Background: an optimization exercise with open tools, aiming at small area, a short achievable clock period and few clock cycles. Do not read the settings as production practice. The RTL was checked by simulation tests, not by an equivalence proof against the original design. The flow treats the clock pin as an ideal source, which a real chip does not have. Power figures rest on the tool's default switching activity, not on a simulated workload.

== rev 12 ==
==> flow/design.v (excerpt) <==
module mnist_conv (
    input  wire        clk,
    input  wire        reset,
    input  wire        start,
    output wire        done,
    input  wire [11:0] img_base,
    input  wire [11:0] krn_base,
    input  wire [11:0] dst_base,
    output wire [11:0] img_addr,
    input  wire [15:0] img_rdata,
    output wire [11:0] krn_addr,
    input  wire [15:0] krn_rdata,
    output wire [11:0] dst_addr,
    output wire [15:0] dst_wdata,
    output wire        dst_we
);
export LEC_CHECK = 0
export ABC_CLOCK_PERIOD_IN_PS = 3000
export CAP_MARGIN = 20
export CORE_MARGIN = 2
export CORE_UTILIZATION = 55
export CTS_CLUSTER_DIAMETER = 100
export CTS_CLUSTER_SIZE = 20
export SLEW_MARGIN = 20
create_clock -name core_clock -period 8.0 [get_ports {clk}]
standard.sh (not shown) runs the stock make flow with config.mk's settings and CLKGATE_MAP_FILE= SYNTH_SCRIPT=/design/flow/synth_recipe.tcl, a recipe that flattens the netlist after the stock synthesis.
==> flow/flow/run.sh <==
#!/bin/bash
set -euo pipefail
SETUP_MARGIN=5.15
here=$(pwd)
sed 's/yosys synth -nofsm -noshare {\*}\$args/yosys synth -nofsm -noshare -noabc {*}$args/' \
    synth_recipe.tcl > noabc_synth.tcl
grep -q -- '-noshare -noabc' noabc_synth.tcl
sed -e "s|SYNTH_SCRIPT=[^ ]*|SYNTH_SCRIPT=$here/noabc_synth.tcl SETUP_SLACK_MARGIN=$SETUP_MARGIN|" \
    standard.sh > standard_noabc.sh
grep -q "SYNTH_SCRIPT=$here/noabc_synth.tcl SETUP_SLACK_MARGIN=$SETUP_MARGIN" standard_noabc.sh
bash standard_noabc.sh > flow_make.log 2>&1
Testbench counts of rev 12, summed over its fixed seeds: cycles 49,416.
#### Input delta (rev 13 over rev 12)
--- a/flow/design.v
+++ b/flow/design.v
@@ -6203,63 +6203,57 @@
     reg [1:0] kd;
     reg [11:0] kstep;
     always @(*) begin
         case (kd)
             KD_P9:   kstep = 12'd9;
             KD_M17:  kstep = 12'hfef;
             KD_P1:   kstep = 12'd1;
             default: kstep = 12'hfee;
         endcase
     end
     always @(posedge clk) begin
         if (!run) begin
-            ka      <= go ? krn_base + 12'd8 : krn_base;
+            ka      <= go ? ka + 12'd8 : krn_base;
             kstream <= 1'b0;
             kd      <= KD_P9;                               
         end else begin
             ka <= ka + kstep;
             if (cnt == 12'd23) kstream <= 1'b1;
             if (cnt == 12'd22)
                 kd <= KD_P1;                                
             else if (kstream || cnt == 12'd23)
                 kd <= ph[2] ? KD_M18 : KD_P9;               
             else
                 kd <= ph[1] ? KD_M17 : KD_P9;               
         end
     end
     always @(posedge clk) krd_q <= krn_rdata;
     reg [15:0] ring0 [0:6], ring1 [0:6], ring2 [0:6];
-    reg       ld0_direct, ld0_add;
-    reg [6:1] ld_q;
-    integer m;
-    always @(posedge clk) begin
-        ld0_direct <= run && (cnt == 12'd1 || cnt == 12'd2 || cnt == 12'd3);
-        ld0_add    <= run && (cnt == 12'd4 || cnt == 12'd5 || cnt == 12'd6);
-        for (m = 1; m < 7; m = m + 1)
-            ld_q[m] <= run && (cnt == 3*m+4 || cnt == 3*m+5 || cnt == 3*m+6);
-    end
+    wire ld0_direct = run && (cnt == 12'd2 || cnt == 12'd3 || cnt == 12'd4);
+    wire ld0_add    = run && (cnt == 12'd5 || cnt == 12'd6 || cnt == 12'd7);
     wire [15:0] ring0_sum = ring2[0] + krd_q;
     genvar j;
     generate
         for (j = 0; j < 7; j = j + 1) begin : g_ring
             always @(posedge clk) begin
                 ring1[j] <= ring0[j];
                 ring2[j] <= ring1[j];
             end
             if (j == 0) begin : g_r0
                 always @(posedge clk)
                     ring0[0] <= ld0_add ? ring0_sum : (ld0_direct ? krd_q : ring2[0]);
             end else begin : g_rj
+                wire ld = run && (cnt == 3*j+5 || cnt == 3*j+6 || cnt == 3*j+7);
                 always @(posedge clk)
-                    ring0[j] <= ld_q[j] ? krd_q : ring2[j];
+                    ring0[j] <= ld ? krd_q : ring2[j];
             end
         end
     endgenerate
     reg  [4:0]  rrow, rpos;
     reg  [1:0]  mv_q;
     reg  [11:0] jmp_q;
     wire        row0     = (rrow == 5'd0);
     wire        row_end  = (rpos == (row0 ? 5'd27 : 5'd25));
     wire [4:0]  n1_row   = row_end ? rrow + 5'd1 : rrow;
     wire        n1_odd   = row_end ? ~rrow[0] : rrow[0];
     wire        n1_first = row_end;                        
     wire        n1_end   = ~row_end & (rpos == (row0 ? 5'd26 : 5'd24));
Notes after the runs:
- Rev 13 did not stop at any stage, and its layout met the timing, design-rule and antenna checks.
- First-pass GRT wire length, rev 12 and rev 13, higher one = rev 12.
- Comparing rev 12 against rev 13, there is no change at all in number of CTS-inserted buffers.
- On flip-flop and latch share of the layout cell area, rev 12 and rev 13 are neck and neck.
- Row first-pass detailed-route iteration total: rev 13 higher / rev 12 lower
- Routability congestion estimate was higher in rev 13 than in rev 12.
- Total design power (rev 13 over rev 12): decrease, about 10%
- On clock latency on the worst-skew pair: rev 13 sits above rev 12.
- The lower via count of the first global-routing pass came out of rev 13.
- ~same overall die area in rev 12 and rev 13
- Compared to rev 12, rev 13 has sequential share of power 3.0 points higher.
- Combinational cell fraction of total power | rev 13 below rev 12
Testbench counts of rev 13, summed over its fixed seeds: cycles 49,416.

---

maple:
Another version of the RTL of mnist_conv (not shown whole).
Size: about 4600 cells after synthesis, about 1000 flip-flops.
clock: 8.0 ns
lec_check: 0
abc_clock_period_in_ps: 3000
cap_margin: 20
core_margin: 2
core_utilization: 55
cts_cluster_diameter: 100
cts_cluster_size: 20
slew_margin: 20
==> flow/flow/run.sh <==
#!/bin/bash
# The standard layout (standard.sh) with these changes:
#  * synthesis skips the early "abc -fast" pass inside Yosys's synth command
#    (synth -noabc).  That pass restructures the full-adder trees before
#    extract_fa runs and leaves many inverters between adder cells; without
#    it extract_fa maps the trees cleanly.  Registers (names, count and cell
#    types) are the same as the standard synthesis: the final abc mapping
#    and dfflibmap are unchanged.
set -euo pipefail
SETUP_MARGIN=5.25
here=$(pwd)
sed 's/yosys synth -nofsm -noshare {\*}\$args/yosys synth -nofsm -noshare -noabc {*}$args/' \
    synth_recipe.tcl > noabc_synth.tcl
grep -q -- '-noshare -noabc' noabc_synth.tcl
sed -e "s|SYNTH_SCRIPT=[^ ]*|SYNTH_SCRIPT=$here/noabc_synth.tcl SETUP_SLACK_MARGIN=$SETUP_MARGIN POST_RESIZE_TCL=$here/flow/post_resize.tcl POST_CTS_TCL=$here/flow/post_cts.tcl|" \
    standard.sh > standard_noabc.sh
grep -q "POST_CTS_TCL=$here/flow/post_cts.tcl" standard_noabc.sh
bash standard_noabc.sh > flow_make.log 2>&1
Other scripts of this flow, unchanged in this note and not shown: flow/flow/ff_drive.tcl, flow/flow/post_cts.tcl, flow/flow/post_resize.tcl
maple completed every stage of the flow, and the final layout passed the timing, design-rule and antenna checks.
Testbench counts of maple, summed over its fixed seeds: cycles 49,416.
## Diff of input files: birch against maple
--- a/flow/design.v
+++ b/flow/design.v
@@ -6153,23 +6153,23 @@
     output wire        dst_we
 );
     localparam PIPE = 4;             
     localparam [11:0] WE_ON  = 12'd26 + PIPE;
     localparam [11:0] WE_OFF = 12'd2054 + PIPE;
     localparam [1:0] MV_R = 2'd0, MV_L = 2'd1, MV_D = 2'd2;
     reg         run, done_r, we_r;
     reg  [11:0] cnt;                 
     reg  [2:0]  ph;                  
     reg  [11:0] ka, ia, da;          
     reg  [15:0] krd_q;               
-    reg  [15:0] pix_q, pix_s0, pix_s1;   
+    reg  [15:0] pix_q, pix_s0;       
     reg         rd_on;               
     assign done     = done_r;
     assign dst_we   = we_r;
     assign krn_addr = ka;
     assign img_addr = ia;
     assign dst_addr = da;
     wire go = start & ~run & ~done_r;    
     always @(posedge clk) begin
         if (reset) begin
             run    <= 1'b0;
             done_r <= 1'b0;
@@ -6178,23 +6178,23 @@
             ph     <= 3'b001;
             rd_on  <= 1'b0;
         end else begin
             if (go) run <= 1'b1;
             if (run) begin
                 cnt <= cnt + 12'd1;
                 ph  <= {ph[1:0], ph[2]};
             end else begin
                 cnt <= {11'd0, go};
                 ph  <= go ? 3'b010 : 3'b001;
             end
-            if (run && cnt == 12'd15) rd_on <= 1'b1;
+            if (run && cnt == 12'd16) rd_on <= 1'b1;
             if (run && cnt == WE_ON) we_r <= 1'b1;
             if (run && cnt == WE_OFF) begin
                 we_r   <= 1'b0;
                 done_r <= 1'b1;
                 run    <= 1'b0;
                 rd_on  <= 1'b0;
                 cnt    <= 12'd0;
                 ph     <= 3'b001;
             end
         end
     end
@@ -6290,49 +6290,48 @@
     end
     always @(posedge clk) begin
         if (!rd_on) begin
             ia      <= img_base;
             rrow    <= 5'd0;
             rpos    <= 5'd0;
             mv_q    <= MV_R;
             jmp_q   <= S_M55;
             ia_sc   <= S_P28;                                 
         end else begin
             ia <= ia + ia_step;
-            if (ph[0])
+            if (ph[1])
                 ia_sc <= (n1_mv == MV_D) ? S_P1 : S_P28;
-            else if (ph[1])
+            else if (ph[2])
                 ia_sc <= (mv_q == MV_D) ? S_P1 : S_P28;
             else
                 ia_sc <= jmp_q;
-            if (ph[0]) begin
+            if (ph[1]) begin
                 rrow  <= n1_row;
                 rpos  <= row_end ? 5'd0 : rpos + 5'd1;
                 mv_q  <= n1_mv;
                 jmp_q <= n1_jmp;
             end
         end
     end
     always @(posedge clk) begin
         pix_q  <= img_rdata;
         pix_s0 <= pix_q;
-        pix_s1 <= pix_s0;
     end
-    reg [1:0] mv_d [0:PIPE];
+    reg [1:0] mv_d [0:PIPE-1];
     integer i;
     always @(posedge clk) begin
-        mv_d[0] <= (ph[0] & rd_on) ? mv_cur : mv_d[0];
-        for (i = 1; i <= PIPE; i = i + 1) mv_d[i] <= mv_d[i-1];
+        mv_d[0] <= (ph[1] & rd_on) ? mv_cur : mv_d[0];
+        for (i = 1; i <= PIPE - 1; i = i + 1) mv_d[i] <= mv_d[i-1];
     end
     reg [15:0] win [0:8];
-    wire [15:0] nw0 = pix_s1, nw1 = pix_s0, nw2 = pix_q;
+    wire [15:0] nw0 = pix_s0, nw1 = pix_q, nw2 = img_rdata;
     wire [1:0] mv_w = mv_d[0];
     always @(posedge clk) begin
         if (ph[2]) begin
             case (mv_w)
                 MV_R: begin
                     win[0] <= win[1]; win[1] <= win[2]; win[2] <= nw0;
                     win[3] <= win[4]; win[4] <= win[5]; win[5] <= nw1;
                     win[6] <= win[7]; win[7] <= win[8]; win[8] <= nw2;
                 end
                 MV_L: begin
                     win[2] <= win[1]; win[1] <= win[0]; win[0] <= nw0;
@@ -6347,23 +6346,23 @@
             endcase
         end
     end
     element_process mac (
         .clk(clk),
         .t0(ring0[0]), .t1(ring0[1]), .t2(ring0[2]), .t3(ring0[3]),
         .t4(ring0[4]), .t5(ring0[5]), .t6(ring0[6]), .t7(krd_q),
         .w0(win[0]), .w1(win[1]), .w2(win[2]), .w3(win[3]),
         .w4(win[4]), .w5(win[5]), .w6(win[6]), .w7(win[7]),
         .y(dst_wdata)
     );
-    wire [1:0] mv_o = mv_d[PIPE];
+    wire [1:0] mv_o = mv_d[PIPE-1];
     reg [11:0] da_step;
     always @(*) begin
         case (mv_o)
             MV_R:    da_step = 12'd2745;    
             MV_L:    da_step = 12'd2743;    
             default: da_step = 12'd2770;    
         endcase
     end
     wire last_ch = (PIPE % 3 == 0) ? ph[2] : ((PIPE % 3 == 1) ? ph[0] : ph[1]);
     always @(posedge clk) begin
         if (we_r)
Results
Ff count | birch vs maple | birch lower. Going from maple to birch, number of vias after detailed routing went up by 475; part of the power in combinational logic was more or less identical; multi-input gate count went up by about 0.65%; power consumption went down by 0.00020 W; number of inverters outside the clock class in the layout went up by 7.
Testbench counts of birch, summed over its fixed seeds: cycles 49,416.

static timing again, ports no longer ideal:
The flow's constraints put no driver on any port. The routed layouts listed below were extracted and timed again, unchanged, in two steps.
Step 1 assumes that a clkbuf_16 drives the clock port and a buf_2 every other input.
Step 2 times the ports against the registers' clock, not the clock port: input delays grow and output delays shrink by t, the midpoint of the rising clock arrivals with the driver on.
a / b / c = ideal / step 1 / step 2; a / b = the first two.
| run | t, ns | setup slack, ns | hold WS [ns] | worst register clock-pin slew, ns |
|---|---|---|---|---|
| rev 12 | 0.760 | 5.138 / 5.126 / 4.738 | 0.324 / 0.324 / 0.324 | 0.10 / 0.10 |
| rev 13 | 0.785 | 5.117 / 5.047 / 4.707 | 0.327 / 0.327 / 0.327 | 0.10 / 0.10 |
| maple | 0.767 | 5.208 / 5.153 / 4.876 | 0.327 / 0.327 / 0.327 | 0.09 / 0.09 |
| birch | 0.778 | 5.212 / 5.142 / 5.064 | 0.322 / 0.322 / 0.322 | 0.10 / 0.10 |
After both steps every run listed still meets setup and hold. The setup slack of rev 13, which loses most, moves by -0.070 ns with the drivers and by -0.410 ns with both steps.
